From an optimization exercise on the open Yosys and OpenROAD flow, aimed at small area; shortcuts taken in it are not production practice.
In this exercise RTL edits were held to simulation tests only and were not proved equivalent to the original.
Power figures rest on the tool's default switching activity, not on a simulated workload.

==> flow/design.v <==
`timescale 1ns / 1ps
module synch_fifo #(
    parameter   FIFO_WIDTH = 32,                       
    parameter   FIFO_DEPTH = 16,                       
    parameter   FIFO_PTR = 4                           
) (
    input       clk,                                   
    input       rst_n,                                 
    input       fifo_wren,                             
    input       fifo_rden,                             
    input       [FIFO_WIDTH-1:0] fifo_wrdata,          
    output      [FIFO_WIDTH-1:0] fifo_rddata,          
    output      fifo_full,                             
    output      fifo_empty,                            
    output      [FIFO_PTR:0] fifo_room_avail,          
    output      [FIFO_PTR:0] fifo_data_avail           
);
reg [FIFO_WIDTH-1:0] mem [0:FIFO_DEPTH-1];       
reg [FIFO_PTR-1:0] count;                        
wire shift, shift_n;                             
wire [FIFO_PTR-1:0] count_nxt;
fifo_ctl u_ctl (
    .wren(fifo_wren), .rden(fifo_rden), .count(count), .count_nxt(count_nxt),
    .full(fifo_full), .empty(fifo_empty), .room(fifo_room_avail), .shift(shift),
    .shift_n(shift_n)
);
assign fifo_data_avail = {1'b0, count};
wire [FIFO_WIDTH-1:0] mem_d [0:FIFO_DEPTH-1];
genvar p;
generate
    for (p = 0; p < FIFO_DEPTH; p = p + 1) begin : g_place
        fifo_hold #(.W(FIFO_WIDTH)) u_hold (
            .a(p == 0 ? fifo_wrdata : mem[p == 0 ? 0 : p-1]), .q(mem[p]),
            .s(shift), .sn(shift_n), .y(mem_d[p])
        );
    end
endgenerate
integer i;
always @(posedge clk) begin
    for (i = 0; i < FIFO_DEPTH; i = i + 1)
        mem[i] <= mem_d[i];
end
always @(posedge clk or negedge rst_n) begin
    if (!rst_n)
        count <= 0;
    else
        count <= count_nxt;
end
wire [FIFO_DEPTH-1:0] sel;
fifo_dec u_dec (.a(count), .y(sel));
genvar b, w;
generate
    for (b = 0; b < FIFO_WIDTH; b = b + 1) begin : g_bit
        wire [FIFO_DEPTH-1:0] col;
        for (w = 0; w < FIFO_DEPTH; w = w + 1) begin : g_word
            assign col[w] = mem[w][b];
        end
        wire [5:0] y;
        for (w = 0; w < 5; w = w + 1) begin : g_grp
            fifo_aoi222 u_aoi (.a(col[3*w+2:3*w]), .s(sel[3*w+2:3*w]), .y(y[w]));
        end
        fifo_nand2 u_last (.a(col[15]), .b(sel[15]), .y(y[5]));
        fifo_nand6 u_out (.a(y), .y(fifo_rddata[b]));
    end
endgenerate
endmodule
module fifo_ctl (
    input        wren,
    input        rden,
    input  [3:0] count,
    output [3:0] count_nxt,
    output       full,
    output       empty,
    output [4:0] room,
    output       shift,
    output       shift_n
);
wire o1 = count[0] | count[1];
wire o2 = o1 | count[2];
wire a1 = count[0] & count[1];
wire a2 = a1 & count[2];
assign full = a2 & count[3];
assign empty = ~(o2 | count[3]);
assign room = {empty, count[3] ^ o2, count[2] ^ o1, count[1] ^ count[0], count[0]};
assign shift = wren & ~full;
assign shift_n = ~(wren & ~full);
wire en = (wren ^ rden) & (wren ? ~full : ~empty);
wire [3:0] tog = {en & (wren ? a2 : ~o2), en & (wren ? a1 : ~o1), en & ~(wren ^ count[0]), en};
assign count_nxt = count ^ tog;
endmodule
module fifo_hold #(parameter W = 32) (
    input  [W-1:0] a,
    input  [W-1:0] q,
    input          s,
    input          sn,
    output [W-1:0] y
);
assign y = (a & {W{s}}) | (q & {W{sn}});
endmodule
module fifo_dec (
    input  [3:0] a,
    output [15:0] y
);
wire [3:0] lo_n, hi_n;
fifo_dec2n u_lo (.a(a[1:0]), .y_n(lo_n));
fifo_dec2n u_hi (.a(a[3:2]), .y_n(hi_n));
genvar k;
generate
    for (k = 0; k < 16; k = k + 1) begin : g_sel
        fifo_nor2 u_nor (.a(lo_n[k%4]), .b(hi_n[k/4]), .y(y[k]));
    end
endgenerate
endmodule
module fifo_dec2n (
    input  [1:0] a,
    output [3:0] y_n
);
assign y_n = ~(4'd1 << a);
endmodule
module fifo_nor2 (
    input  a,
    input  b,
    output y
);
assign y = ~(a | b);
endmodule
module fifo_aoi222 (
    input  [2:0] a,
    input  [2:0] s,
    output y
);
assign y = ~|(a & s);
endmodule
module fifo_nand2 (
    input  a,
    input  b,
    output y
);
assign y = ~(a & b);
endmodule
module fifo_nand6 (
    input  [5:0] a,
    output y
);
assign y = ~&a;
endmodule
==> flow/flow/run.sh <==
#!/bin/bash
# The standard layout, with smaller port buffers and no CTS dummy loads.
set -euo pipefail
export BUFFER_PORTS_ARGS="-buffer_cell sky130_fd_sc_hd__buf_1"
export CTS_ARGS="-sink_clustering_enable -repair_clock_nets -dont_use_dummy_load -buf_list sky130_fd_sc_hd__clkbuf_16 -sink_clustering_size 30 -sink_clustering_max_diameter 100"
bash standard.sh finish > standard.log 2>&1
==> flow/standard.sh <==
#!/bin/bash
# synth_recipe.tcl (not shown) runs the flow's synth.tcl, then flattens the netlist and writes it again
# the make line also repeats each setting of config.mk as NAME=value (left out here)
make -C /OpenROAD-flow-scripts/flow DESIGN_CONFIG=/design/flow/config.mk WORK_HOME=/design/flow/orfs CLKGATE_MAP_FILE= SYNTH_SCRIPT=/design/flow/synth_recipe.tcl "${@:-finish}"
==> flow/config.mk <==
export PLATFORM = sky130hd
export DESIGN_NAME = synch_fifo
export DESIGN_NICKNAME = synch_fifo
export VERILOG_FILES = /design/flow/design.v
export SDC_FILE = /design/flow/constraint.sdc
export NUM_CORES = 4
export LEC_CHECK = 0
export CAP_MARGIN = 0
export CORE_MARGIN = 2
export CORE_UTILIZATION = 60
export SLEW_MARGIN = 0
export SYNTH_HIERARCHICAL = 1
==> flow/constraint.sdc <==
create_clock -name core_clock -period 10.0 [get_ports {clk}]
set_input_delay 2.0000 -clock core_clock [delete_from_list [all_inputs] [get_ports {clk}]]
set_output_delay 2.0000 -clock core_clock [all_outputs]
set_load 0.01 [all_outputs]
==> impl_metrics.py, run 1 <==
metrics = {
    "setup_path": {
        "reg2regPathDepth": 7,
        "cp_top_family": "simple AND/OR/NAND/NOR gates",
        "timing.reg2reg.setup_slack_ns": 5.47,
        "critPathBufInv": 2,
        "cp.arrival_ns": 3.41,
        "setup.worst_path.end_class": "output pin",
        "cp_cell_sequence": "nand2b_1, nor2_2, buf_4, a222oi_1, and4_1, nand3_1, buf_1",
        "path_class": "flop to output pin",
        "startpoint": "count[1]",
        "crit_fanout": 22,
        "cp.required_ns": 8.00,
        "cpPeakStageDelay_ns": 0.78,
        "worstReg2RegStart": "count[0]",
        "crit_cells": 7,
        "crit_slowest_cell": "nor2_2",
        "startpoint_type": "flop",
        "r2r_end": "mem[15][23]",
        "endpoint": "fifo_rddata[24]",
    },
    "global_route": {
        "grt.overflow.total": 0,
        "first_global_vias": 11641,
        "grt_max_degree": 275,
        "antenna_found_initial": 0,
        "grt_pass1_wl_um": 68400,
        "grt.total_usage": 0.268,
    },
    "outcome": {
        "outcome": "no timing/DRC/antenna violations",
    },
    "routing": {
        "routed-wl-met3_um": 2990,
        "top_layer_used": "met4",
        "dr_wl_met2_um": 19800,
        "finalWirelength_um": 44600,
        "drc": 0,
        "viasPerCell": 7.02,
        "wl_per_cell_um": 24.0,
        "dr.pass1.iters": 9,
        "m1WireLength_um": 20800,
        "ant_nets": 0,
        "drt_iter0_drc": 2058,
        "num_vias": 13013,
    },
    "cts": {
        "cts_root_buf": "clkbuf_16",
        "clkTransAtPathRegs_ns": 0.11,
        "cts_buffers": 21,
        "cts_hold_buf": 0,
        "clock-sinks": 516,
        "cts_resized": 0,
        "cts_tree": "done",
        "insertion_delay_ns": 0.56,
        "post_cts_buffers": 0,
        "clk_path_buf_depth": 3,
        "cts_htree_levels": 1,
    },
    "place": {
        "post_dp_cell_area_mm2": 0.0184,
        "place_congestion": 0.726,
        "io_buffer_count": 78,
        "place_hpwl_um": 23500,
        "dp_cells": 1833,
    },
    "sta": {
        "setup_viol": 0,
        "fin_crit_ns": 5.41,
        "fin_skew_ns": 0.0611,
        "final_hold_viol_count": 0,
        "timing.final.crit_share": 0.541,
        "max-slew-margin-rel": 0.245,
        "totalNegativeSetupSlack_ns": 0,
        "slew_viol_final": 0,
        "max_slew.worst_pin.slew_ns": 1.13,
        "max_freq_mhz": 185,
        "grt_setup_unrepaired": "no",
        "whs_ns": 0.449,
    },
    "synth": {
        "yosys_warnings": 9,
        "syn_avg_cell_area_um2": 12.9,
        "yosys.cell_count.top_type": "dfxtp_1",
        "synthTopCellsByArea": "dfxtp_1 (56%), a22o_1 (23%), a222oi_1 (8.7%)",
        "synth_nets": 1476,
        "synthesis.area_mm2": 0.0185,
        "yosysSeqAreaShare": 0.561,
        "synth_top_cell_area_share": 0.555,
        "synth-edff-count": 0,
        "synth_largest_area_cell": "dfxtp_1",
        "ys_ff_latch": 516,
        "ys_top_cells_by_count": "dfxtp_1 (512), a22o_1 (480), a222oi_1 (160), buf_6 (96), nand2_1 (37)",
        "postSynthCellCount": 1436,
        "ys.flop_type": "dfxtp_1",
        "yosysUniqueCellTypes": 25,
        "synthArstFlopShare": 0.00775,
    },
    "die": {
        "dieArea_mm2": 0.0322,
        "start_util": 0.606,
        "pin_count": 80,
        "design.core.area_mm2": 0.0304,
        "rows": 64,
        "die_w_um": 179,
        "die_h_um": 179,
    },
    "final_layout": {
        "syn2layout_area_growth_pct": 2.50,
        "layout.cells.non_filler": 1854,
        "fin_nets": 1500,
        "antenna_cells": 0,
        "final_util": 0.622,
        "drive_above_1_share": 0.0652,
        "fin_area_mm2": 0.0189,
    },
    "power_and_ir_drop": {
        "p_clk_frac": 0.149,
        "pwr-share-comb": 0.296,
        "switching_power_uw": 2360,
        "power_density_mw_per_mm2": 351,
        "seqPwrFrac": 0.555,
        "vdd_drop_max_uv": 222,
        "p_leak_uw": 0.00721,
        "switching_share": 0.356,
        "p_int_uw": 4280,
    },
    "run": {
        "cap_violations": 0,
    },
    "worst_hold_path": {
        "hold_class": "flop to flop",
    },
}
## per-stage QoR
stage,setup WS (ns),power (uW)
2_1_floorplan,2.93,5180
3_3_place_gp,4.54,5610
3_5_place_dp,4.48,5650
4_1_cts,4.62,6640
5_1_grt,4.45,7020
6_report,4.59,6640
## power by group through the flow
| stage | sequential [uW] | clock [uW] | combinational, uW |
|---|---|---|---|
| after global placement | 3690 | 0 | 1910 |
| after global routing | 3810 | 1080 | 2140 |
| after CTS | 3670 | 1010 | 1960 |
| final | 3680 | 987 | 1970 |
| after detailed placement | 3710 | 0 | 1950 |
| after floorplan | 3520 | 0 | 1670 |
## kinds of logic after synthesis
group,after synthesis,share of synthesized area
AOI/OAI and AO/OA,678,0.335
xor gates and xnor gates,2,0.000949
adders and majority gates,4,0.00271
buffers and inverters,105,0.0610
DFF,516,0.561
other,1,0.000203
and+or+nand+nor,130,0.0395
## Yosys stat by module, one instance, submodules excluded, a selection
module	flip-flops and latches	area [um2]
synch_fifo	516	10400
fifo_dec2n	0	22.5
fifo_nand2	0	3.75
fifo_ctl	0	219
fifo_nand6	0	13.8
fifo_nor2	0	3.75
fifo_aoi222	0	10.0
## sequential cells by signal (all words and copies together), names as in the netlist
signal  count
mem       512
count       4
## layer usage
metal | track usage | vias to the layer above
li1 | - | 6073
met1 | 0.412 | 6489
met2 | 0.399 | 398
met3 | 0.0363 | 53
met4 | 0.0608 | 0
met5 | 0 | -
## cells in the final DEF (no fill, tap or decap), drive strengths merged
cell type / netlist / layout
or3b: 1 / 1
clkbuf: 0 / 21
nor2: 17 / 17
nand3: 33 / 33
nor4b: 1 / 1
ha: 4 / 4
a211oi: 1 / 1
dfrtp: 4 / 4
a22oi: 1 / 1
nand2: 37 / 37
a22o: 512 / 512
nand2b: 4 / 4
or2: 2 / 2
o221ai: 1 / 1
buf: 99 / 100
a32oi: 1 / 1
conb: 1 / 1
dfxtp: 512 / 512
a222oi: 160 / 160
nor2b: 1 / 1
and4: 34 / 34
xnor2: 2 / 2
inv: 6 / 6
a31oi: 2 / 2
## final cells by class
type	count	area [um2]
repair buffers	100	483
multi-input cells	815	7030
flip-flops and latches	516	10300
clock buffers	21	526
inverters	6	30.0
well taps	396	495
fillers	2504	11500
## how the worst min path moves through the flow
stage	start	endpoint	slack [ns]	cells past startpoint
floorplan	mem[15][10]	mem[15][10]	0.44	1
global placement	mem[15][27]	mem[15][27]	0.45	1
detailed placement	mem[15][15]	mem[15][15]	0.45	1
CTS	mem[14][25]	mem[15][25]	0.45	1
global route	mem[14][25]	mem[15][25]	0.46	1
finish	mem[14][25]	mem[15][25]	0.45	1
==> run 2: changes to the inputs <==
==> flow/flow/run.sh (replaced) <==
#!/bin/bash
# The standard layout, with smaller port buffers and no CTS dummy loads.
set -euo pipefail
export BUFFER_PORTS_ARGS="-buffer_cell sky130_fd_sc_hd__buf_1"
export CTS_ARGS="-sink_clustering_enable -repair_clock_nets -dont_use_dummy_load -buf_list sky130_fd_sc_hd__clkbuf_8 -sink_clustering_size 16 -sink_clustering_max_diameter 80"
bash standard.sh finish > standard.log 2>&1
--- a/flow/config.mk
+++ b/flow/config.mk
@@ -6,7 +6,7 @@
 export NUM_CORES = 4
 export LEC_CHECK = 0
-export CAP_MARGIN = 0
+export CAP_MARGIN = 20
 export CORE_MARGIN = 2
-export CORE_UTILIZATION = 60
-export SLEW_MARGIN = 0
+export CORE_UTILIZATION = 40
+export SLEW_MARGIN = 20
 export SYNTH_HIERARCHICAL = 1
==> run 2 against run 1 <==
  * Still clean
  * Final area rose by 1.5%
  * Non-clock buffer count up 1
  * Cell count up 12%
  * Sequential power barely moved
  * Combinational power about the same
  * Core utilization decreased by 20 points
  * Via count is 2.6% higher
  * Hold slack improved by 0.021 ns
  * Register-to-register slack better by 0.89 ns
  * Largest power group unchanged
==> impl_metrics.py, run 2 <==
metrics = {
    "outcome": {
        "outcome": "no timing/DRC/antenna violations",
    },
    "cts": {
        "cts_hold_buf": 0,
        "cts_buffers": 38,
        "cts_htree_levels": 2,
        "clk_path_buf_depth": 3,
        "clkTransAtPathRegs_ns": 0.10,
        "post_cts_buffers": 0,
        "cts_tree": "done",
        "clock-sinks": 516,
        "insertion_delay_ns": 0.59,
        "cts_root_buf": "clkbuf_8",
        "cts_resized": 0,
    },
    "final_layout": {
        "regMostFlops": "mem",
        "multi_input_area_mm2": 0.00704,
        "register_area_mm2": 0.0103,
        "syn2layout_area_growth_pct": 4.07,
        "fill_cells": 4257,
        "layout_commonest_cell": "dfxtp_1",
        "top_regs": "mem x512, count x4",
        "final_util": 0.422,
        "largest_reg_flops": 512,
        "drive_above_1_share": 0.0766,
        "layout_common_cells": "dfxtp_1 (512), a22o_1 (480), a222oi_1 (160)",
        "antenna_cells": 0,
        "fin_area_mm2": 0.0192,
        "fin_nets": 1518,
    },
    "synth": {
        "synth_top_cell_area_share": 0.555,
        "synthArstFlopShare": 0.00775,
        "synth-edff-count": 0,
        "synth_mux_area_frac": 0,
        "yosysSeqAreaShare": 0.561,
        "synth_nets": 1476,
        "postSynthCellCount": 1436,
        "ys_top_cells_by_count": "dfxtp_1 (512), a22o_1 (480), a222oi_1 (160), buf_6 (96), nand2_1 (37)",
        "ys.flop_type": "dfxtp_1",
        "yosys_warnings": 9,
        "synth_top_family_by_area": "compound AO/OA/AOI/OAI gates",
        "yosys.cell_count.top_type": "dfxtp_1",
        "syn_avg_cell_area_um2": 12.9,
        "synthesis.area_mm2": 0.0185,
        "synthSimpleGateAreaFrac": 0.0395,
        "synth_compound_area_frac": 0.335,
        "synthTopCellsByArea": "dfxtp_1 (56%), a22o_1 (23%), a222oi_1 (8.7%)",
        "synthXorXnorAreaFrac": 0.000949,
        "synth_fa_ha_area_frac": 0.00271,
        "yosysUniqueCellTypes": 25,
        "synth_largest_area_cell": "dfxtp_1",
        "ys_ff_latch": 516,
    },
    "die": {
        "rows": 78,
        "pin_count": 80,
        "design.core.area_mm2": 0.0455,
        "start_util": 0.406,
        "dieArea_mm2": 0.0479,
        "die_w_um": 219,
        "die_h_um": 219,
    },
    "sta": {
        "grt_setup_unrepaired": "no",
        "setup_viol": 0,
        "worst_slack_ns": 4.69,
        "max-slew-margin-rel": 0.274,
        "final_hold_viol_count": 0,
        "totalNegativeSetupSlack_ns": 0,
        "max_slew.worst_pin.slew_ns": 1.09,
        "slew_viol_final": 0,
        "max_freq_mhz": 188,
        "fin_crit_ns": 5.31,
        "fin_skew_ns": 0.0355,
        "timing.final.crit_share": 0.531,
    },
    "power_and_ir_drop": {
        "switching_share": 0.363,
        "vdd_drop_max_uv": 131,
        "pwr-share-comb": 0.299,
        "p_leak_uw": 0.00724,
        "power_density_mw_per_mm2": 347,
        "seqPwrFrac": 0.554,
        "p_clk_frac": 0.146,
        "switching_power_uw": 2420,
        "p_int_uw": 4250,
    },
    "global_route": {
        "grt_max_degree": 258,
        "grt.overflow.total": 0,
        "antenna_found_initial": 0,
        "grt_pass1_wl_um": 74800,
        "first_global_vias": 12719,
        "grt.total_usage": 0.197,
    },
    "routing": {
        "viasPerCell": 6.43,
        "ant_nets": 0,
        "finalWirelength_um": 48600,
        "drc": 0,
        "wl_per_cell_um": 23.4,
        "dr.pass1.iters": 9,
        "num_vias": 13356,
        "drt_iter0_drc": 1989,
    },
    "worst_hold_path": {
        "hold_end": "mem[14][22]",
        "worstHoldPathCells": 1,
        "hold_class": "flop to flop",
        "min_from": "mem[13][22]",
    },
    "place": {
        "place_congestion": 0.738,
        "place_hpwl_um": 26700,
        "io_buffer_count": 78,
        "post_dp_cell_area_mm2": 0.0187,
        "preCtsSetupSlack_ns": 5.04,
    },
    "setup_path": {
        "setup.worst_path.end_class": "output pin",
        "r2r_end": "mem[5][31]",
        "cp.required_ns": 8.00,
        "path_class": "flop to output pin",
        "cp.arrival_ns": 3.31,
        "timing.reg2reg.setup_slack_ns": 6.36,
        "worstReg2RegStart": "count[0]",
        "reg2regPathDepth": 6,
        "startpoint_type": "flop",
        "crit_fanout": 17,
    },
    "run": {
        "cap_violations": 0,
    },
}
run 2: cell type report:
| cell class | instances | area share |
|---|---|---|
| flip-flops and latches | 516 | 0.539 |
| multi-input cells | 815 | 0.367 |
| well taps | 600 | 0.0391 |
| clock buffers | 38 | 0.0272 |
| repair buffers | 101 | 0.0266 |
| inverters | 6 | 0.00156 |
run 2: routing by layer:
layer,wire [um],share of wire,vias to the layer above,GRT usage
li1,-,-,6104,-
met1,21600,0.45,6709,0.274
met2,22600,0.47,453,0.314
met3,3030,0.062,90,0.0248
met4,1290,0.027,0,0.0698
met5,0,0,-,0
run 2: worst max path at each step:
stage               startpoint               to  slack [ns]  cells past startpoint
floorplan            fifo_wren       mem[0][10]        2.93                      4
global placement     fifo_wren       mem[15][0]        5.08                      5
detailed placement   fifo_wren        mem[9][0]        5.04                      5
CTS                   count[0]  fifo_rddata[30]        4.52                      6
global route          count[0]  fifo_rddata[30]        4.54                      6
finish                count[0]  fifo_rddata[20]        4.69                      6
run 2: stage by stage:
step | cells | hold WS, ns | total power, uW
global placement | 2037 | 0.453 | 5640
global route | 2076 | 0.482 | 7070
floorplan | 1436 | 0.440 | 5180
finish | 2076 | 0.470 | 6670
detailed placement | 2037 | 0.453 | 5700
CTS | 2075 | 0.476 | 6690
run 2: per-module statistics from Yosys (local to each module, per instance), excerpt:
module | copies in the design | area (um2) | cells inside
synch_fifo | 1 | 10400 | 518
fifo_ctl | 1 | 219 | 30
fifo_dec2n | 2 | 22.5 | 4
fifo_nand6 | 32 | 13.8 | 2
fifo_aoi222 | 160 | 10.0 | 1
fifo_nand2 | 32 | 3.75 | 1
fifo_nor2 | 16 | 3.75 | 1
run 2: kinds of logic (layout without fill, tap and decap cells):
group	Yosys count	after routing
AO/OA/AOI/OAI	678	678
flip-flops	516	516
AND/OR/NAND/NOR	130	130
buffers and inverters	105	145
adder cells (fa/ha/maj)	4	4
XOR/XNOR	2	2
other	1	1
run 2: worst max-delay path: stages, from the launching register on:
cell      delay [ns]
dfrtp_1         0.55
or2_1           0.39
nor2_2          0.80
buf_4           0.45
a222oi_1        0.13
nand3_1         0.18
buf_1           0.18
run 2: power groups by stage:
stage	combinational (uW)	sequential (uW)	clock, uW
after floorplan	1670	3520	0
after global placement	1940	3700	0
after detailed placement	1990	3720	0
after CTS	2000	3680	1010
after global routing	2170	3820	1080
final	2000	3700	976
==> run 3: changes to the inputs <==
--- a/flow/design.v
+++ b/flow/design.v
@@ -27,11 +27,11 @@
 assign fifo_data_avail = {1'b0, count};
 wire [FIFO_WIDTH-1:0] mem_d [0:FIFO_DEPTH-1];
-genvar p;
+genvar p, q;
 generate
     for (p = 0; p < FIFO_DEPTH; p = p + 1) begin : g_place
-        fifo_hold #(.W(FIFO_WIDTH)) u_hold (
-            .a(p == 0 ? fifo_wrdata : mem[p == 0 ? 0 : p-1]), .q(mem[p]),
-            .s(shift), .sn(shift_n), .y(mem_d[p])
-        );
+        wire [FIFO_WIDTH-1:0] a = (p == 0) ? fifo_wrdata : mem[p == 0 ? 0 : p-1];
+        for (q = 0; q < FIFO_WIDTH; q = q + 1) begin : g_bit
+            fifo_hold u_hold (.a(a[q]), .q(mem[p][q]), .s(shift), .sn(shift_n), .y(mem_d[p][q]));
+        end
     end
 endgenerate
@@ -89,12 +89,12 @@
 assign count_nxt = count ^ tog;
 endmodule
-module fifo_hold #(parameter W = 32) (
-    input  [W-1:0] a,
-    input  [W-1:0] q,
-    input          s,
-    input          sn,
-    output [W-1:0] y
+module fifo_hold (
+    input  a,
+    input  q,
+    input  s,
+    input  sn,
+    output y
 );
-assign y = (a & {W{s}}) | (q & {W{sn}});
+assign y = (a & s) | (q & sn);
 endmodule
 module fifo_dec (
--- a/flow/config.mk
+++ b/flow/config.mk
@@ -6,7 +6,7 @@
 export NUM_CORES = 4
 export LEC_CHECK = 0
-export CAP_MARGIN = 20
+export CAP_MARGIN = 0
 export CORE_MARGIN = 2
-export CORE_UTILIZATION = 40
-export SLEW_MARGIN = 20
+export CORE_UTILIZATION = 60
+export SLEW_MARGIN = 0
 export SYNTH_HIERARCHICAL = 1
==> run 3 against run 2 <==
  * Still clean on timing, DRC and antenna
  * Non-clock buffer count is 1 higher
  * Sequential share of layout area increased by 0.98 points
  * Hold slack lost 0.0054 ns
  * Combinational power shrank 5%
  * Worst setup slack better by 0.077 ns
  * Global-route usage increased by 6.9 points
  * Sequential power hardly changed
  * Register-to-register slack lost 0.14 ns
  * Die area decreased by 37%
  * Final area is 1.8% lower
==> impl_metrics.py, run 3 <==
metrics = {
    "setup_path": {
        "path_class": "flop to output pin",
        "startpoint_type": "flop",
        "setup.worst_path.end_class": "output pin",
        "r2r_end": "mem[13][0]",
        "crit_fanout": 17,
        "cp.arrival_ns": 3.23,
        "cp.required_ns": 8.00,
        "worstReg2RegStart": "count[0]",
        "reg2regPathDepth": 6,
        "timing.reg2reg.setup_slack_ns": 6.22,
    },
    "sta": {
        "totalNegativeSetupSlack_ns": 0,
        "max_freq_mhz": 191,
        "fin_crit_ns": 5.23,
        "slew_viol_final": 0,
        "fin_skew_ns": 0.0599,
        "worst_slack_ns": 4.77,
        "grt_setup_unrepaired": "no",
        "final_hold_viol_count": 0,
        "setup_viol": 0,
        "timing.final.crit_share": 0.523,
        "max-slew-margin-rel": 0.166,
        "max_slew.worst_pin.slew_ns": 1.25,
    },
    "cts": {
        "cts_buffers": 38,
        "post_cts_buffers": 0,
        "cts_root_buf": "clkbuf_8",
        "clkTransAtPathRegs_ns": 0.09,
        "cts_hold_buf": 0,
        "clock-sinks": 516,
        "cts_tree": "done",
        "cts_htree_levels": 2,
        "cts_resized": 0,
        "insertion_delay_ns": 0.57,
        "clk_path_buf_depth": 3,
    },
    "synth": {
        "synth_largest_area_cell": "dfxtp_1",
        "ys_ff_latch": 516,
        "yosysSeqAreaShare": 0.597,
        "synthArstFlopShare": 0.00775,
        "synth-edff-count": 0,
        "yosys_warnings": 9,
        "ys_top_cells_by_count": "a22o_1 (512), dfxtp_1 (512), a222oi_1 (160), nand2_1 (37), and4_1 (34)",
        "synthTopCellsByArea": "dfxtp_1 (59%), a22o_1 (26%), a222oi_1 (9.2%)",
        "syn_avg_cell_area_um2": 12.9,
        "ys.flop_type": "dfxtp_1",
        "synth_top_cell_area_share": 0.591,
        "postSynthCellCount": 1340,
        "synthesis.area_mm2": 0.0173,
        "yosysUniqueCellTypes": 23,
        "synth_nets": 1380,
    },
    "final_layout": {
        "syn2layout_area_growth_pct": 8.83,
        "layout_common_cells": "a22o_1 (512), dfxtp_1 (512), a222oi_1 (160)",
        "final_util": 0.661,
        "drive_above_1_share": 0.0555,
        "largest_reg_flops": 512,
        "top_regs": "mem x512, count x4",
        "antenna_cells": 0,
        "fin_area_mm2": 0.0189,
        "regMostFlops": "mem",
        "fin_nets": 1519,
    },
    "power_and_ir_drop": {
        "power_density_mw_per_mm2": 347,
        "p_leak_uw": 0.00720,
        "vdd_drop_max_uv": 241,
    },
    "global_route": {
        "grt.overflow.total": 0,
        "grt.total_usage": 0.265,
        "antenna_found_initial": 0,
        "grt_max_degree": 239,
        "grt_pass1_wl_um": 66200,
        "first_global_vias": 12010,
    },
    "die": {
        "dieArea_mm2": 0.0303,
        "design.core.area_mm2": 0.0285,
        "rows": 62,
        "die_h_um": 174,
        "start_util": 0.607,
        "pin_count": 80,
        "die_w_um": 174,
    },
    "worst_hold_path": {
        "hold_end": "mem[2][9]",
        "min_from": "mem[1][9]",
        "hold_class": "flop to flop",
        "worstHoldPathCells": 1,
    },
    "place": {
        "place_congestion": 0.736,
        "io_buffer_count": 78,
        "preCtsSetupSlack_ns": 4.99,
        "post_dp_cell_area_mm2": 0.0183,
        "place_hpwl_um": 21100,
    },
    "run": {
        "cap_violations": 0,
    },
    "outcome": {
        "outcome": "no timing/DRC/antenna violations",
    },
    "routing": {
        "num_vias": 13250,
        "ant_nets": 0,
        "finalWirelength_um": 41600,
        "drt_iter0_drc": 1920,
        "dr.pass1.iters": 8,
        "drc": 0,
        "viasPerCell": 7.12,
        "wl_per_cell_um": 22.4,
    },
}
==> run 3: cell count changes in the layout (fill, tap and decap cells not counted) <==
cell / delta
nand2_4: -1
nor2_2: +3
nand2_8: +1
buf_16: -1
buf_12: -1
nor2_4: -3
buf_4: +3
a22o_1: +32
a22o_2: -32
==> run 3: worst max path at each step <==
stage,from,endpoint,slack (ns),depth (start not counted)
detailed placement,fifo_wren,mem[3][22],4.99,5
finish,count[1],fifo_rddata[29],4.77,6
global placement,fifo_wren,mem[2][23],5.02,5
floorplan,fifo_wren,mem[0][0],-1.62,3
CTS,count[0],fifo_rddata[29],4.78,6
global route,count[2],fifo_rddata[29],4.66,6
==> run 3: logic make-up (layout without fill, tap and decap cells) <==
kind of cell,count (synthesis),count (layout),share of synthesized area
AOI/OAI and AO/OA,678,678,0.354
DFF,516,516,0.597
and+or+nand+nor,130,130,0.0421
buffers and inverters,9,146,0.00260
adders and majority gates,4,4,0.00289
xor gates and xnor gates,2,2,0.00101
other,1,1,0.000216
==> run 3: metal layers <==
| metal | GRT usage | share of wire |
|---|---|---|
| met1 | 0.418 | 0.47 |
| met2 | 0.390 | 0.44 |
| met4 | 0.0662 | 0.016 |
| met3 | 0.0271 | 0.072 |
| met5 | 0 | 0 |
==> run 3: layout make-up <==
cell class / instances / area, um2
clock buffers: 38 / 523
fillers: 2308 / 9690
inverters: 6 / 30.0
multi-input cells: 815 / 6990
flip-flops and latches: 516 / 10300
well taps: 384 / 480
repair buffers: 102 / 485
==> run 3: worst max-delay path, stage by stage (launching register included) <==
cell and delay (ns):
dfrtp_1 0.47, nand2b_1 0.27, nor2_2 0.98, buf_4 0.48
a222oi_1 0.14, nand3_1 0.16, buf_1 0.17
==> run 3: where the power goes <==
| group | internal, uW | switching, uW | total [uW] | leakage [uW] |
|---|---|---|---|---|
| clock | 343 | 610 | 953 | 0.000273 |
| sequential | 2970 | 705 | 3670 | 0.00427 |
| combinational | 939 | 976 | 1910 | 0.00266 |
==> run 3: through the flow <==
| stage | power (uW) | cells | hold slack [ns] |
|---|---|---|---|
| final | 6540 | 1861 | 0.464 |
| after global routing | 6930 | 1861 | 0.499 |
| after CTS | 6550 | 1861 | 0.470 |
| after detailed placement | 5590 | 1823 | 0.456 |
| after global placement | 5530 | 1823 | 0.455 |
| after floorplan | 5000 | 1340 | 0.443 |
==> run 3: Yosys stat by module (local to each module, per instance), excerpt <==
module       flip-flops and latches  area [um2]
fifo_ctl                          0         219
fifo_nand2                        0        3.75
fifo_dec2n                        0        22.5
fifo_nor2                         0        3.75
fifo_aoi222                       0        10.0
fifo_hold                         0        8.76
synch_fifo                      516       10400
fifo_nand6                        0        13.8
==> run 4: changes to the inputs <==
==> flow/flow/run.sh (replaced) <==
#!/bin/bash
# The standard layout, with smaller port buffers and no CTS dummy loads.
set -euo pipefail
export BUFFER_PORTS_ARGS="-buffer_cell sky130_fd_sc_hd__buf_1"
export CTS_ARGS="-sink_clustering_enable -repair_clock_nets -dont_use_dummy_load -buf_list sky130_fd_sc_hd__clkbuf_16 -sink_clustering_size 30 -sink_clustering_max_diameter 100"
bash standard.sh finish > standard.log 2>&1
==> run 4 against run 3 <==
  * Register-to-register slack worse by 0.02 ns
  * Worst setup slack worse by 0.093 ns
  * Largest cell class unchanged
  * Critical endpoint unchanged
  * Clock-buffer cell count is 17 lower
  * Hold slack worse by 0.0040 ns
  * First-iteration DRC count is 3.6% lower
==> impl_metrics.py, run 4 <==
metrics = {
    "outcome": {
        "outcome": "no timing/DRC/antenna violations",
    },
    "final_layout": {
        "layout_common_cells": "a22o_1 (512), dfxtp_1 (512), a222oi_1 (160)",
        "regMostFlops": "mem",
        "fill_cells": 2310,
        "antenna_cells": 0,
        "fin_area_mm2": 0.0189,
        "register_area_mm2": 0.0103,
        "multi_input_area_mm2": 0.00699,
        "drive_above_1_share": 0.0445,
        "top_regs": "mem x512, count x4",
        "largest_reg_flops": 512,
        "fin_nets": 1502,
        "layout.cells.non_filler": 1844,
        "syn2layout_area_growth_pct": 8.84,
    },
    "die": {
        "die_h_um": 174,
        "dieArea_mm2": 0.0303,
        "start_util": 0.607,
        "rows": 62,
        "pin_count": 80,
        "die_w_um": 174,
        "design.core.area_mm2": 0.0285,
    },
    "global_route": {
        "grt.total_usage": 0.264,
        "first_global_vias": 11920,
        "grt_pass1_wl_um": 65900,
        "grt.overflow.total": 0,
        "grt_max_degree": 239,
        "antenna_found_initial": 0,
    },
    "cts": {
        "cts_hold_buf": 0,
        "cts_buffers": 21,
        "cts_tree": "done",
        "cts_resized": 0,
        "clk_path_buf_depth": 3,
        "post_cts_buffers": 0,
        "cts_htree_levels": 1,
        "clock-sinks": 516,
        "cts_root_buf": "clkbuf_16",
        "clkTransAtPathRegs_ns": 0.11,
        "insertion_delay_ns": 0.55,
    },
    "power_and_ir_drop": {
        "power_density_mw_per_mm2": 348,
        "p_leak_uw": 0.00719,
        "power_uw": 6560,
        "vdd_drop_max_uv": 256,
    },
    "routing": {
        "dr.pass1.iters": 10,
        "drc": 0,
        "viasPerCell": 7.13,
        "drt_iter0_drc": 1851,
        "wl_per_cell_um": 22.6,
        "ant_nets": 0,
        "finalWirelength_um": 41600,
        "num_vias": 13156,
    },
    "sta": {
        "grt_setup_unrepaired": "no",
        "timing.final.crit_share": 0.533,
        "setup_viol": 0,
        "totalNegativeSetupSlack_ns": 0,
        "fin_crit_ns": 5.33,
        "final_hold_viol_count": 0,
        "slew_viol_final": 0,
        "max_slew.worst_pin.slew_ns": 1.27,
        "fin_skew_ns": 0.0597,
        "max-slew-margin-rel": 0.155,
        "max_freq_mhz": 188,
    },
    "place": {
        "post_dp_cell_area_mm2": 0.0183,
        "place_congestion": 0.736,
        "io_buffer_count": 78,
        "dp_cells": 1823,
        "place_hpwl_um": 21100,
    },
    "setup_path": {
        "r2r_end": "mem[1][4]",
        "endpoint": "fifo_rddata[29]",
        "crit_slowest_cell": "nor2_2",
        "cpPeakStageDelay_ns": 0.97,
        "startpoint_type": "flop",
        "setup.worst_path.end_class": "output pin",
        "path_class": "flop to output pin",
        "cp.arrival_ns": 3.33,
        "startpoint": "count[0]",
        "cp.required_ns": 8.00,
        "crit_fanout": 17,
        "worstReg2RegStart": "count[0]",
        "timing.reg2reg.setup_slack_ns": 6.20,
        "reg2regPathDepth": 6,
        "cp_cell_sequence": "or2_1, nor2_2, buf_4, a222oi_1, nand3_1, buf_1",
    },
    "synth": {
        "synth_top_cell_area_share": 0.591,
        "synthArstFlopShare": 0.00775,
        "ys.flop_type": "dfxtp_1",
        "ys_top_cells_by_count": "a22o_1 (512), dfxtp_1 (512), a222oi_1 (160), nand2_1 (37), and4_1 (34)",
        "postSynthCellCount": 1340,
        "synth_largest_area_cell": "dfxtp_1",
        "ys_ff_latch": 516,
        "synthTopCellsByArea": "dfxtp_1 (59%), a22o_1 (26%), a222oi_1 (9.2%)",
        "synth-edff-count": 0,
        "yosysSeqAreaShare": 0.597,
        "syn_avg_cell_area_um2": 12.9,
        "synthesis.area_mm2": 0.0173,
        "yosys_warnings": 9,
        "yosysUniqueCellTypes": 23,
        "synth_nets": 1380,
    },
    "worst_hold_path": {
        "hold_class": "flop to flop",
        "worstHoldPathCells": 1,
    },
    "run": {
        "cap_violations": 0,
    },
}
-- run 4: worst min path at each step --
| stage | slack (ns) | start | end |
|---|---|---|---|
| 2_1_floorplan | 0.44 | mem[15][0] | mem[15][0] |
| 3_3_place_gp | 0.46 | mem[15][26] | mem[15][26] |
| 3_5_place_dp | 0.46 | mem[15][25] | mem[15][25] |
| 4_1_cts | 0.45 | mem[7][15] | mem[8][15] |
| 5_1_grt | 0.47 | mem[14][9] | mem[15][9] |
| 6_report | 0.46 | mem[14][9] | mem[15][9] |
-- run 4: critical path: cells and delay by family, from the launching register on --
kind            cells  cell delay [ns]
flops               1             0.52
simple gates        3             1.49
compound gates      1             0.11
buf+inv             2             0.65
-- run 4: kinds of logic (layout without fill, tap and decap cells) --
kind of cell | count (synthesis) | in the layout | synth area share
flops | 516 | 516 | 0.597
simple gates | 130 | 130 | 0.0421
compound gates | 678 | 678 | 0.354
fa+ha+maj | 4 | 4 | 0.00289
buf+inv | 9 | 129 | 0.00260
other cells | 1 | 1 | 0.000216
xor+xnor | 2 | 2 | 0.00101
-- run 4: layout make-up --
class                   instances  area share
well taps                     384      0.0255
multi-input cells             815       0.371
inverters                       6     0.00159
flip-flops and latches        516       0.549
repair buffers                102      0.0257
clock buffers                  21      0.0279
-- run 4: power by group --
group	switching [uW]	internal, uW
combinational	979	939
sequential	706	2970
clock	594	380
total	2280	4290
-- run 4: metrics by stage --
stage	worst slack [ns]	utilization	hold WS (ns)
floorplan	-1.62	-	0.443
global placement	5.02	0.642	0.455
detailed placement	4.99	0.642	0.456
CTS	4.73	0.661	0.449
global route	4.59	0.661	0.472
finish	4.67	0.661	0.460
-- run 4: Yosys stat by module (local to each module, per instance), a selection --
module	cells	flip-flops and latches	times used	area (um2)
fifo_nor2	1	0	16	3.75
fifo_dec2n	4	0	2	22.5
fifo_ctl	30	0	1	219
fifo_hold	1	0	512	8.76
fifo_nand2	1	0	32	3.75
synch_fifo	518	516	1	10400
fifo_nand6	2	0	32	13.8
fifo_aoi222	1	0	160	10.0
-- run 4: routing by layer --
| layer | up-vias | global-route usage | part of all wire |
|---|---|---|---|
| li1 | 6080 | - | - |
| met1 | 6589 | 0.417 | 0.47 |
| met2 | 436 | 0.393 | 0.45 |
| met3 | 51 | 0.0214 | 0.062 |
| met4 | 0 | 0.0592 | 0.019 |
| met5 | - | 0 | 0 |
==> run 5: changes to the inputs <==
==> flow/flow/run.sh (replaced) <==
#!/bin/bash
# The standard layout, with smaller port buffers and no CTS dummy loads.
set -euo pipefail
export BUFFER_PORTS_ARGS="-buffer_cell sky130_fd_sc_hd__buf_1"
export CTS_ARGS="-sink_clustering_enable -repair_clock_nets -dont_use_dummy_load -buf_list {sky130_fd_sc_hd__clkbuf_4 sky130_fd_sc_hd__clkbuf_8 sky130_fd_sc_hd__clkbuf_16} -sink_clustering_size 24 -sink_clustering_max_diameter 80"
bash standard.sh finish > standard.log 2>&1
==> run 5 against run 4 <==
  * Still clean on timing, DRC and antenna
  * Critical path depth stayed put
  * Clock-buffer cell count grew 4
  * Area after synthesis unchanged
  * Via count barely moved
  * Total power is 1.3% higher
  * Maximum frequency increased by 0.70%
  * Largest cell class unchanged
  * Wire length decreased by 0.41%
  * Die area stayed put
  * Critical endpoint unchanged
  * Largest power group unchanged
  * Critical path type unchanged
==> impl_metrics.py, run 5 <==
metrics = {
    "sta": {
        "max_slew.worst_pin.slew_ns": 1.24,
        "max-slew-margin-rel": 0.172,
        "setup_viol": 0,
        "timing.final.crit_share": 0.529,
        "slew_viol_final": 0,
        "grt_setup_unrepaired": "no",
        "fin_skew_ns": 0.0238,
        "fin_crit_ns": 5.29,
        "final_hold_viol_count": 0,
        "max_freq_mhz": 189,
        "worst_slack_ns": 4.71,
        "whs_ns": 0.478,
    },
    "synth": {
        "postSynthCellCount": 1340,
        "synth_fa_ha_area_frac": 0.00289,
        "synthXorXnorAreaFrac": 0.00101,
        "ys_ff_latch": 516,
        "syn_avg_cell_area_um2": 12.9,
        "synth_top_cell_area_share": 0.591,
        "yosysUniqueCellTypes": 23,
        "synth_compound_area_frac": 0.354,
        "synthTopCellsByArea": "dfxtp_1 (59%), a22o_1 (26%), a222oi_1 (9.2%)",
        "synth-edff-count": 0,
        "synthArstFlopShare": 0.00775,
        "yosys_warnings": 9,
        "synthesis.area_mm2": 0.0173,
        "ys_top_cells_by_count": "a22o_1 (512), dfxtp_1 (512), a222oi_1 (160), nand2_1 (37), and4_1 (34)",
        "synth_mux_area_frac": 0,
        "ys.flop_type": "dfxtp_1",
        "yosysSeqAreaShare": 0.597,
        "synth_largest_area_cell": "dfxtp_1",
        "synthSimpleGateAreaFrac": 0.0421,
        "synth_top_family_by_area": "compound AO/OA/AOI/OAI gates",
        "synth_nets": 1380,
    },
    "setup_path": {
        "crit_slowest_cell": "nor2_2",
        "startpoint": "count[2]",
        "r2r_end": "mem[8][23]",
        "crit_fanout": 17,
        "reg2regPathDepth": 6,
        "setup.worst_path.end_class": "output pin",
        "worstReg2RegStart": "count[0]",
        "cp.arrival_ns": 3.29,
        "cp_cell_sequence": "or2_1, nor2_2, buf_4, a222oi_1, nand3_1, buf_1",
        "startpoint_type": "flop",
        "cp.required_ns": 8.00,
        "path_class": "flop to output pin",
        "endpoint": "fifo_rddata[29]",
        "timing.reg2reg.setup_slack_ns": 6.15,
        "cpPeakStageDelay_ns": 0.93,
    },
    "routing": {
        "num_vias": 13151,
        "viasPerCell": 7.12,
        "drt_iter0_drc": 1881,
        "wl_per_cell_um": 22.4,
        "dr.pass1.iters": 9,
        "drc": 0,
        "finalWirelength_um": 41400,
        "ant_nets": 0,
    },
    "final_layout": {
        "layout_common_cells": "a22o_1 (512), dfxtp_1 (512), a222oi_1 (160)",
        "top_regs": "mem x512, count x4",
        "syn2layout_area_growth_pct": 9.42,
        "antenna_cells": 0,
        "regMostFlops": "mem",
        "fin_nets": 1506,
        "layout.cells.non_filler": 1848,
        "largest_reg_flops": 512,
        "drive_above_1_share": 0.0471,
    },
    "cts": {
        "cts_htree_levels": 1,
        "clkTransAtPathRegs_ns": 0.09,
        "clk_path_buf_depth": 3,
        "insertion_delay_ns": 0.55,
        "clock-sinks": 516,
        "cts_tree": "done",
        "cts_resized": 0,
        "cts_hold_buf": 0,
        "cts_root_buf": "clkbuf_16",
        "cts_buffers": 25,
        "post_cts_buffers": 0,
    },
    "power_and_ir_drop": {
        "vdd_drop_max_uv": 283,
        "power_density_mw_per_mm2": 351,
        "p_leak_uw": 0.00724,
        "power_uw": 6650,
    },
    "die": {
        "start_util": 0.607,
        "rows": 62,
        "dieArea_mm2": 0.0303,
        "design.core.area_mm2": 0.0285,
        "pin_count": 80,
        "die_w_um": 174,
        "die_h_um": 174,
    },
    "place": {
        "dp_cells": 1823,
        "place_congestion": 0.736,
        "io_buffer_count": 78,
        "place_hpwl_um": 21100,
        "preCtsSetupSlack_ns": 4.99,
    },
    "global_route": {
        "grt_pass1_wl_um": 66200,
        "first_global_vias": 12089,
        "grt.total_usage": 0.263,
        "antenna_found_initial": 0,
        "grt.overflow.total": 0,
        "grt_max_degree": 239,
    },
    "worst_hold_path": {
        "hold_class": "flop to flop",
    },
    "run": {
        "cap_violations": 0,
    },
    "outcome": {
        "outcome": "no timing/DRC/antenna violations",
    },
}
-- run 5: worst max-delay path, delay by kind of cell (launching register included) --
kind | cells | cell delay, ns
and+or+nand+nor | 3 | 1.43
buffers and inverters | 2 | 0.65
AOI/OAI and AO/OA | 1 | 0.16
DFF | 1 | 0.49
-- run 5: stage by stage --
stage	TNS (ns)	util	cell area, um2
finish	0	0.664	19000
global route	0	0.664	19000
CTS	0	0.664	19000
detailed placement	0	0.642	18300
global placement	0	0.642	18300
floorplan	-829.28	-	17300
-- run 5: layout make-up --
type | count | area [um2]
Inverter | 6 | 30.0
Sequential cell | 516 | 10300
Fill cell | 2304 | 9580
Timing Repair Buffer | 102 | 485
Tap cell | 384 | 480
Clock buffer | 25 | 626
Multi-Input combinational cell | 815 | 6990
-- run 5: worst min-delay path by stage --
stage / slack (ns) / start / to / cells past startpoint
after global routing: 0.50 / mem[15][8] / mem[15][8] / 1
final: 0.48 / mem[15][25] / mem[15][25] / 1
after floorplan: 0.44 / mem[15][0] / mem[15][0] / 1
after detailed placement: 0.46 / mem[15][25] / mem[15][25] / 1
after global placement: 0.46 / mem[15][26] / mem[15][26] / 1
after CTS: 0.48 / mem[15][4] / mem[15][4] / 1
-- run 5: report_power, final --
part           internal (uW)  switching [uW]
Combinational            939             979
Sequential              2970             705
Clock                    447             609
Total                   4350            2290
-- run 5: cell families (layout without fill, tap and decap cells) --
family / Yosys count / after routing
AO/OA/AOI/OAI: 678 / 678
XOR/XNOR: 2 / 2
adder cells (fa/ha/maj): 4 / 4
buffers and inverters: 9 / 133
flip-flops: 516 / 516
other: 1 / 1
AND/OR/NAND/NOR: 130 / 130
-- run 5: Yosys stat by module (local to each module, per instance), a selection --
module       copies in the design  cells  cell area [um2]  flip-flops and latches
fifo_aoi222                   160      1             10.0                       0
fifo_nor2                      16      1             3.75                       0
synch_fifo                      1    518            10400                     516
fifo_nand2                     32      1             3.75                       0
fifo_hold                     512      1             8.76                       0
fifo_dec2n                      2      4             22.5                       0
fifo_nand6                     32      2             13.8                       0
fifo_ctl                        1     30              219                       0
-- run 5: layer usage --
layer | up-vias | share of wire | global-route usage
met3 | 46 | 0.067 | 0.0236
met1 | 6546 | 0.47 | 0.413
met5 | - | 0 | 0
met2 | 472 | 0.45 | 0.397
li1 | 6087 | - | -
met4 | 0 | 0.012 | 0.0525
==> run 6: changes to the inputs <==
==> flow/flow/run.sh (replaced) <==
#!/bin/bash
# The standard layout, with smaller port buffers and no CTS dummy loads.
set -euo pipefail
export BUFFER_PORTS_ARGS="-buffer_cell sky130_fd_sc_hd__buf_1"
export CTS_ARGS="-sink_clustering_enable -repair_clock_nets -dont_use_dummy_load -buf_list sky130_fd_sc_hd__clkbuf_2 -sink_clustering_size 6 -sink_clustering_max_diameter 40"
bash standard.sh finish > standard.log 2>&1
==> run 6 against run 5 <==
  * Area after synthesis did not move
  * Clock power fell by 13%
  * Clock skew rose by 0.12 ns
  * Die area did not move
  * Worst setup slack got worse by 0.38 ns
  * Total power fell by 2.0%
  * Final area fell by 0.78%
  * Synthesized cell count did not move
  * Non-clock buffer count did not move
  * Critical endpoint is now fifo_rddata[16]
  * Wire length rose by 2.7%
  * Still clean on timing, DRC and antenna
==> impl_metrics.py, run 6 <==
metrics = {
    "outcome": {
        "outcome": "no timing/DRC/antenna violations",
    },
    "sta": {
        "grt_setup_unrepaired": "no",
        "setup_viol": 0,
        "fin_skew_ns": 0.141,
        "max-slew-margin-rel": 0.155,
        "max_freq_mhz": 176,
        "timing.final.crit_share": 0.567,
        "max_slew.worst_pin.slew_ns": 1.27,
        "slew_viol_final": 0,
        "final_hold_viol_count": 0,
        "fin_crit_ns": 5.67,
    },
    "final_layout": {
        "drive_above_1_share": 0.0906,
        "regMostFlops": "mem",
        "register_area_mm2": 0.0103,
        "largest_reg_flops": 512,
        "layout.cells.non_filler": 1919,
        "layout_common_cells": "a22o_1 (512), dfxtp_1 (512), a222oi_1 (160)",
        "top_regs": "mem x512, count x4",
        "fill_cells": 2364,
        "final_util": 0.659,
        "multi_input_area_mm2": 0.00699,
        "syn2layout_area_growth_pct": 8.57,
        "fin_nets": 1576,
    },
    "synth": {
        "yosys_warnings": 9,
        "synth-edff-count": 0,
        "synth_nets": 1380,
        "synth_largest_area_cell": "dfxtp_1",
        "synthTopCellsByArea": "dfxtp_1 (59%), a22o_1 (26%), a222oi_1 (9.2%)",
        "synthesis.area_mm2": 0.0173,
        "ys.flop_type": "dfxtp_1",
        "syn_avg_cell_area_um2": 12.9,
        "postSynthCellCount": 1340,
        "synth_top_cell_area_share": 0.591,
        "ys_top_cells_by_count": "a22o_1 (512), dfxtp_1 (512), a222oi_1 (160), nand2_1 (37), and4_1 (34)",
        "ys_ff_latch": 516,
        "yosysSeqAreaShare": 0.597,
        "yosysUniqueCellTypes": 23,
        "synthArstFlopShare": 0.00775,
    },
    "cts": {
        "cts_root_buf": "clkbuf_2",
        "clock-sinks": 516,
        "cts_buffers": 95,
        "cts_tree": "done",
        "clkTransAtPathRegs_ns": 0.12,
        "clk_path_buf_depth": 3,
        "cts_htree_levels": 3,
        "cts_resized": 0,
        "cts_hold_buf": 0,
        "insertion_delay_ns": 0.95,
        "post_cts_buffers": 0,
    },
    "global_route": {
        "first_global_vias": 12527,
        "grt.overflow.total": 0,
        "antenna_found_initial": 1,
        "grt_pass1_wl_um": 67800,
        "grt.total_usage": 0.273,
        "grt_max_degree": 239,
    },
    "routing": {
        "dr.pass1.iters": 9,
        "finalWirelength_um": 42600,
        "num_vias": 13563,
        "viasPerCell": 7.07,
        "drc": 0,
        "drt_iter0_drc": 1840,
        "ant_nets": 0,
        "wl_per_cell_um": 22.2,
    },
    "die": {
        "rows": 62,
        "design.core.area_mm2": 0.0285,
        "pin_count": 80,
        "dieArea_mm2": 0.0303,
        "start_util": 0.607,
        "die_w_um": 174,
        "die_h_um": 174,
    },
    "place": {
        "place_hpwl_um": 21100,
        "dp_cells": 1823,
        "io_buffer_count": 78,
        "place_congestion": 0.736,
    },
    "setup_path": {
        "cp.arrival_ns": 3.67,
        "startpoint_type": "flop",
        "crit_fanout": 17,
        "cp.required_ns": 8.00,
        "critPathBufInv": 2,
        "crit_slowest_cell": "nor2_2",
        "path_class": "flop to output pin",
        "cp_top_family": "simple AND/OR/NAND/NOR gates",
        "cp_cell_sequence": "or2_1, nor2_2, buf_4, a222oi_1, nand3_1, buf_1",
        "cpPeakStageDelay_ns": 0.95,
        "setup.worst_path.end_class": "output pin",
    },
    "power_and_ir_drop": {
        "power_uw": 6520,
        "power_density_mw_per_mm2": 346,
        "p_leak_uw": 0.00732,
        "vdd_drop_max_uv": 260,
    },
    "worst_hold_path": {
        "hold_class": "flop to flop",
    },
    "run": {
        "cap_violations": 0,
    },
}
-- run 6: final timing paths --
kind | start | endpoint | slack [ns] | depth (start not counted)
min in group asynchronous | rst_n | count[1] | 0.93 | 1
max in group asynchronous | rst_n | count[2] | 8.88 | 1
min | mem[13][21] | mem[14][21] | 0.39 | 1
max reg2reg | count[0] | mem[14][29] | 6.11 | 6
max | count[2] | fifo_rddata[16] | 4.33 | 6
min reg2reg | mem[13][21] | mem[14][21] | 0.39 | 1
-- run 6: Yosys stat by module, one instance, submodules excluded, a selection --
module / cells / copies in the design / cell area, um2 / flip-flops and latches
fifo_nand2: 1 / 32 / 3.75 / 0
fifo_hold: 1 / 512 / 8.76 / 0
fifo_nor2: 1 / 16 / 3.75 / 0
synch_fifo: 518 / 1 / 10400 / 516
fifo_aoi222: 1 / 160 / 10.0 / 0
fifo_ctl: 30 / 1 / 219 / 0
fifo_dec2n: 4 / 2 / 22.5 / 0
fifo_nand6: 2 / 32 / 13.8 / 0
-- run 6: worst register-to-register path: cells and delay by family (launching register included) --
kind	cells	cell delay, ns
AOI/OAI and AO/OA	1	0.34
adders and majority gates	1	0.31
buffers and inverters	2	2.05
DFF	1	0.52
and+or+nand+nor	2	0.57
-- run 6: cell families after synthesis --
| family | share of synthesized area |
|---|---|
| buf+inv | 0.00260 |
| simple gates | 0.0421 |
| fa+ha+maj | 0.00289 |
| flops | 0.597 |
| xor+xnor | 0.00101 |
| other cells | 0.000216 |
| compound gates | 0.354 |
-- run 6: power breakdown --
group	leakage [uW]	switching, uW	internal, uW	total, uW
logic	0.00266	982	939	1920
registers	0.00427	705	2970	3670
clock network	0.000395	676	246	923
-- run 6: per-layer routing --
layer | vias to the layer above | track usage | part of all wire
li1 | 6237 | - | -
met1 | 6760 | 0.420 | 0.47
met2 | 490 | 0.390 | 0.44
met3 | 76 | 0.0420 | 0.076
met4 | 0 | 0.0914 | 0.018
met5 | - | 0 | 0
-- run 6: area by class of cell --
| type | instances | share of cell area |
|---|---|---|
| Clock buffer | 95 | 0.0253 |
| Timing Repair Buffer | 102 | 0.0258 |
| Antenna cell | 1 | 0.000133 |
| Tap cell | 384 | 0.0255 |
| Inverter | 6 | 0.00160 |
| Multi-Input combinational cell | 815 | 0.372 |
| Sequential cell | 516 | 0.550 |
-- run 6: through the flow --
step | hold slack (ns) | TNS, ns | cell area [um2] | setup slack (ns)
after floorplan | 0.443 | -829.28 | 17300 | -1.62
after global placement | 0.455 | 0 | 18300 | 5.02
after detailed placement | 0.456 | 0 | 18300 | 4.99
after CTS | 0.410 | 0 | 18800 | 4.32
after global routing | 0.412 | 0 | 18800 | 4.19
final | 0.388 | 0 | 18800 | 4.33
==> run 7: changes to the inputs <==
==> flow/flow/run.sh (replaced) <==
#!/bin/bash
# The standard layout, with smaller port buffers and no CTS dummy loads.
set -euo pipefail
export BUFFER_PORTS_ARGS="-buffer_cell sky130_fd_sc_hd__buf_1"
export CTS_ARGS="-sink_clustering_enable -repair_clock_nets -dont_use_dummy_load -buf_list sky130_fd_sc_hd__clkbuf_4 -sink_clustering_size 10 -sink_clustering_max_diameter 50"
bash standard.sh finish > standard.log 2>&1
--- a/flow/config.mk
+++ b/flow/config.mk
@@ -8,5 +8,5 @@
 export CAP_MARGIN = 0
 export CORE_MARGIN = 2
-export CORE_UTILIZATION = 60
+export CORE_UTILIZATION = 75
 export SLEW_MARGIN = 0
 export SYNTH_HIERARCHICAL = 1
==> run 7 against run 6 <==
  * Clock skew down 0.065 ns
  * Sequential cell count unchanged
  * Hold slack better by 0.095 ns
  * Critical path depth up 1
  * Combinational power about the same
  * Register-to-register slack better by 0.15 ns
  * Critical endpoint is now fifo_rddata[23]
==> impl_metrics.py, run 7 <==
metrics = {
    "outcome": {
        "outcome": "no timing/DRC/antenna violations",
    },
    "synth": {
        "synthTopCellsByArea": "dfxtp_1 (59%), a22o_1 (26%), a222oi_1 (9.2%)",
        "synth_compound_area_frac": 0.354,
        "synth_mux_area_frac": 0,
        "synth_fa_ha_area_frac": 0.00289,
        "synth_largest_area_cell": "dfxtp_1",
        "ys.flop_type": "dfxtp_1",
        "yosys_warnings": 9,
        "synthesis.area_mm2": 0.0173,
        "synth_top_family_by_area": "compound AO/OA/AOI/OAI gates",
        "ys_ff_latch": 516,
        "yosysUniqueCellTypes": 23,
        "synth-edff-count": 0,
        "synthSimpleGateAreaFrac": 0.0421,
        "ys_top_cells_by_count": "a22o_1 (512), dfxtp_1 (512), a222oi_1 (160), nand2_1 (37), and4_1 (34)",
        "syn_avg_cell_area_um2": 12.9,
        "synth_nets": 1380,
        "synth_top_cell_area_share": 0.591,
        "synthArstFlopShare": 0.00775,
        "postSynthCellCount": 1340,
        "yosysSeqAreaShare": 0.597,
        "synthXorXnorAreaFrac": 0.00101,
    },
    "routing": {
        "drc": 0,
        "num_vias": 13559,
        "wl_per_cell_um": 23.2,
        "ant_nets": 0,
        "finalWirelength_um": 41200,
        "dr.pass1.iters": 8,
        "viasPerCell": 7.63,
        "drt_iter0_drc": 2035,
    },
    "setup_path": {
        "crit_fanout": 22,
        "cp.required_ns": 8.00,
        "path_class": "flop to output pin",
        "startpoint": "count[0]",
        "worstReg2RegStart": "count[0]",
        "startpoint_type": "flop",
        "setup.worst_path.end_class": "output pin",
        "cp.arrival_ns": 3.40,
    },
    "sta": {
        "whs_ns": 0.483,
        "fin_crit_ns": 5.40,
        "grt_setup_unrepaired": "no",
        "max-slew-margin-rel": 0.199,
        "max_freq_mhz": 185,
        "slew_viol_final": 0,
        "fin_skew_ns": 0.0761,
        "setup_viol": 0,
        "final_hold_viol_count": 0,
        "max_slew.worst_pin.slew_ns": 1.20,
        "timing.final.crit_share": 0.540,
        "worst_slack_ns": 4.60,
    },
    "die": {
        "die_w_um": 156,
        "start_util": 0.766,
        "die_h_um": 156,
        "rows": 55,
        "pin_count": 80,
        "dieArea_mm2": 0.0243,
        "design.core.area_mm2": 0.0226,
    },
    "cts": {
        "cts_htree_levels": 2,
        "cts_root_buf": "clkbuf_4",
        "clk_path_buf_depth": 3,
        "post_cts_buffers": 0,
        "insertion_delay_ns": 0.73,
        "cts_buffers": 57,
        "cts_tree": "done",
        "cts_hold_buf": 0,
        "clock-sinks": 516,
        "clkTransAtPathRegs_ns": 0.10,
        "cts_resized": 0,
    },
    "final_layout": {
        "multi_input_area_mm2": 0.00701,
        "layout.cells.non_filler": 1778,
        "largest_reg_flops": 512,
        "syn2layout_area_growth_pct": 7.46,
        "layout_common_cells": "a22o_1 (512), dfxtp_1 (512), a222oi_1 (160)",
        "register_area_mm2": 0.0103,
        "fin_nets": 1532,
        "drive_above_1_share": 0.0638,
        "fin_area_mm2": 0.0186,
        "top_regs": "mem x512, count x4",
        "fill_cells": 1382,
        "final_util": 0.823,
        "regMostFlops": "mem",
    },
    "power_and_ir_drop": {
        "vdd_drop_max_uv": 348,
        "power_density_mw_per_mm2": 348,
        "p_leak_uw": 0.00716,
    },
    "global_route": {
        "grt_pass1_wl_um": 65700,
        "antenna_found_initial": 1,
        "grt.total_usage": 0.331,
        "grt.overflow.total": 0,
        "grt_max_degree": 223,
        "first_global_vias": 12590,
    },
    "place": {
        "io_buffer_count": 78,
        "post_dp_cell_area_mm2": 0.0182,
        "dp_cells": 1718,
        "place_congestion": 0.737,
        "preCtsSetupSlack_ns": 5.12,
        "place_hpwl_um": 21800,
    },
    "worst_hold_path": {
        "min_from": "mem[15][18]",
        "hold_class": "flop to flop",
    },
    "run": {
        "cap_violations": 0,
    },
}
## run 7: cells by family (layout without fill, tap and decap cells)
family	after synthesis	count (layout)
buffers and inverters	9	159
adder cells (fa/ha/maj)	4	4
XOR/XNOR	2	2
other	1	4
flip-flops	516	516
AND/OR/NAND/NOR	130	130
AO/OA/AOI/OAI	678	678
## run 7: final timing paths
| kind | slack [ns] | to | depth (start not counted) |
|---|---|---|---|
| worst max-delay path | 4.60 | fifo_rddata[23] | 7 |
| worst min-delay path | 0.48 | mem[15][18] | 1 |
| worst max register to register | 6.26 | mem[1][0] | 6 |
| worst min register to register | 0.48 | mem[15][18] | 1 |
| max in group asynchronous | 8.66 | count[2] | 1 |
| min in group asynchronous | 1.13 | count[3] | 1 |
## run 7: routing by layer
layer / vias up / GRT usage / routed length (um)
met4: 0 / 0.107 / 853
met2: 677 / 0.512 / 19000
met1: 6642 / 0.478 / 17600
li1: 6156 / - / -
met3: 84 / 0.0567 / 3800
met5: - / 0 / 0
## run 7: modules after synthesis, one instance, submodules excluded, excerpt
module / cells / cell area, um2 / copies in the design
fifo_hold: 1 / 8.76 / 512
synch_fifo: 518 / 10400 / 1
fifo_nand6: 2 / 13.8 / 32
fifo_ctl: 30 / 219 / 1
fifo_nor2: 1 / 3.75 / 16
fifo_nand2: 1 / 3.75 / 32
fifo_aoi222: 1 / 10.0 / 160
fifo_dec2n: 4 / 22.5 / 2
## run 7: critical path, stage by stage (launching register included)
cell	delay [ns]
dfrtp_1	0.51
or2_1	0.37
nor2_2	0.56
buf_4	0.48
a222oi_1	0.15
and4_1	0.30
nand3_1	0.15
buf_1	0.18
## run 7: final cells by class
| cell class | count | share of cell area |
|---|---|---|
| inverters | 6 | 0.00161 |
| repair buffers | 96 | 0.0236 |
| well taps | 285 | 0.0191 |
| flip-flops and latches | 516 | 0.556 |
| multi-input cells | 815 | 0.377 |
| clock buffers | 57 | 0.0230 |
| diodes | 3 | 0.000403 |
## run 7: where the power goes
| part | switching (uW) | internal (uW) |
|---|---|---|
| clock network | 603 | 261 |
| logic | 979 | 936 |
| registers | 733 | 2970 |
| total | 2320 | 4170 |
## run 7: metrics by stage
step / setup TNS, ns / power [uW]
2_1_floorplan: -829.28 / 5000
3_3_place_gp: 0 / 5480
3_5_place_dp: 0 / 5600
4_1_cts: 0 / 6450
5_1_grt: 0 / 6830
6_report: 0 / 6480
==> run 8: changes to the inputs <==
--- a/flow/config.mk
+++ b/flow/config.mk
@@ -8,5 +8,5 @@
 export CAP_MARGIN = 0
 export CORE_MARGIN = 2
-export CORE_UTILIZATION = 75
+export CORE_UTILIZATION = 60
 export SLEW_MARGIN = 0
 export SYNTH_HIERARCHICAL = 1
==> run 8 against run 7 <==
  * Sequential share of layout area fell by 0.43 points
  * Sequential cell count did not move
  * Maximum frequency fell by 1.4%
  * Via count fell by 1.4%
  * First-iteration DRC count fell by 2.9%
  * Die area rose by 24%
  * Final area rose by 0.77%
  * Clock power rose by 2.8%
  * Wire length rose by 1.8%
  * Combinational power barely moved
  * Synthesized cell count did not move
  * Critical path depth fell by 1
==> impl_metrics.py, run 8 <==
metrics = {
    "outcome": {
        "outcome": "no timing/DRC/antenna violations",
    },
    "synth": {
        "ys_top_cells_by_count": "a22o_1 (512), dfxtp_1 (512), a222oi_1 (160), nand2_1 (37), and4_1 (34)",
        "synth_nets": 1380,
        "synthArstFlopShare": 0.00775,
        "synth-edff-count": 0,
        "synthesis.area_mm2": 0.0173,
        "syn_avg_cell_area_um2": 12.9,
        "synthTopCellsByArea": "dfxtp_1 (59%), a22o_1 (26%), a222oi_1 (9.2%)",
        "ys_ff_latch": 516,
        "synth_top_cell_area_share": 0.591,
        "yosys_warnings": 9,
        "postSynthCellCount": 1340,
        "ys.flop_type": "dfxtp_1",
    },
    "power_and_ir_drop": {
        "power_density_mw_per_mm2": 345,
        "p_int_uw": 4170,
        "p_clk_frac": 0.137,
        "seqPwrFrac": 0.567,
        "p_leak_uw": 0.00719,
        "power_uw": 6480,
    },
    "final_layout": {
        "register_area_mm2": 0.0103,
        "fin_area_mm2": 0.0188,
        "syn2layout_area_growth_pct": 8.30,
        "regMostFlops": "mem",
        "fill_cells": 2350,
        "layout_common_cells": "a22o_1 (512), dfxtp_1 (512), a222oi_1 (160)",
        "multi_input_area_mm2": 0.00699,
    },
    "global_route": {
        "first_global_vias": 12169,
        "grt.overflow.total": 0,
        "grt_pass1_wl_um": 66600,
        "antenna_found_initial": 2,
    },
    "run": {
        "cap_violations": 0,
    },
    "cts": {
        "clock-sinks": 516,
        "post_cts_buffers": 0,
        "cts_tree": "done",
        "cts_htree_levels": 2,
        "cts_buffers": 57,
    },
    "setup_path": {
        "crit_slowest_cell": "nor2_2",
        "cp.arrival_ns": 3.47,
        "cpPeakStageDelay_ns": 0.94,
        "startpoint_type": "flop",
        "cp.required_ns": 8.00,
        "cp_cell_sequence": "or2_1, nor2_2, buf_4, a222oi_1, nand3_1, buf_1",
        "timing.reg2reg.setup_slack_ns": 6.11,
        "setup.worst_path.end_class": "output pin",
        "crit_fanout": 17,
        "path_class": "flop to output pin",
    },
    "sta": {
        "max-slew-margin-rel": 0.150,
        "fin_skew_ns": 0.0564,
        "final_hold_viol_count": 0,
        "slew_viol_final": 0,
        "timing.final.crit_share": 0.547,
        "grt_setup_unrepaired": "no",
        "totalNegativeSetupSlack_ns": 0,
    },
    "worst_hold_path": {
        "hold_class": "flop to flop",
        "min_from": "mem[15][25]",
    },
    "routing": {
        "routed-wl-met3_um": 2990,
        "dr_wl_met2_um": 18400,
        "dr.pass1.iters": 9,
        "ant_nets": 0,
        "viasPerCell": 7.11,
        "num_vias": 13370,
        "finalWirelength_um": 42000,
    },
    "die": {
        "rows": 62,
        "start_util": 0.607,
        "dieArea_mm2": 0.0303,
        "die_w_um": 174,
        "pin_count": 80,
    },
    "place": {
        "place_hpwl_um": 21100,
        "preCtsSetupSlack_ns": 4.99,
        "io_buffer_count": 78,
        "post_dp_cell_area_mm2": 0.0183,
    },
}
[run 8: cell types whose count changed in the layout (fill, tap and decap cells not counted), sizes merged]
cell	change
buf	+6
diode	-2
[run 8: worst max-delay path: cells and delay by family, from the launching register on]
kind / cells / cell delay, ns
DFF: 1 / 0.49
buffers and inverters: 2 / 0.65
and+or+nand+nor: 3 / 1.45
AOI/OAI and AO/OA: 1 / 0.17
[run 8: how the worst max path moves through the flow]
stage               from               to  depth (start not counted)
4_1_cts         count[0]  fifo_rddata[29]                          6
6_report        count[2]  fifo_rddata[29]                          6
5_1_grt         count[2]  fifo_rddata[29]                          6
2_1_floorplan  fifo_wren        mem[0][0]                          3
3_3_place_gp   fifo_wren       mem[2][23]                          5
3_5_place_dp   fifo_wren       mem[3][22]                          5
[run 8: modules after synthesis, one instance, submodules excluded, excerpt]
module	copies in the design	cells	area, um2	flip-flops and latches
synch_fifo	1	518	10400	516
fifo_ctl	1	30	219	0
fifo_dec2n	2	4	22.5	0
fifo_aoi222	160	1	10.0	0
fifo_hold	512	1	8.76	0
fifo_nand2	32	1	3.75	0
[run 8: area by class of cell]
| class | count | share of cell area |
|---|---|---|
| inverter | 6 | 0.00160 |
| clock buffer | 57 | 0.0228 |
| antenna | 1 | 0.000133 |
| sequential | 516 | 0.551 |
| tap | 384 | 0.0256 |
| multi-input combinational | 815 | 0.373 |
| timing repair buffer | 102 | 0.0259 |
[run 8: per-stage QoR]
| stage | util | hold slack, ns |
|---|---|---|
| 2_1_floorplan | - | 0.443 |
| 3_3_place_gp | 0.642 | 0.455 |
| 3_5_place_dp | 0.642 | 0.456 |
| 4_1_cts | 0.657 | 0.488 |
| 5_1_grt | 0.657 | 0.502 |
| 6_report | 0.657 | 0.483 |
[run 8: per-layer routing]
metal / vias to the layer above / GRT usage
li1: 6165 / -
met4: 2 / 0.0690
met2: 517 / 0.388
met5: - / 0
met1: 6623 / 0.418
met3: 63 / 0.0367
[run 8: logic make-up after synthesis]
family	Yosys count	synth area share
and+or+nand+nor	130	0.0421
adders and majority gates	4	0.00289
DFF	516	0.597
other	1	0.000216
xor gates and xnor gates	2	0.00101
buffers and inverters	9	0.00260
AOI/OAI and AO/OA	678	0.354
[run 8: power by group through the flow]
stage               Sequential [uW]  Combinational (uW)  Clock (uW)
CTS                            3650                1920         916
global placement               3670                1860           0
global route                   3790                2090         994
floorplan                      3510                1480           0
detailed placement             3680                1910           0
finish                         3670                1920         889

Re-timed with assumed drivers on the ports (clkbuf_16 on the clock, buf_2 on other inputs), run 8 has 4.483 ns of setup slack against 4.526 ns with ideal ports, and 4.769 ns once port delays also move by the mid clock arrival of 0.762 ns.
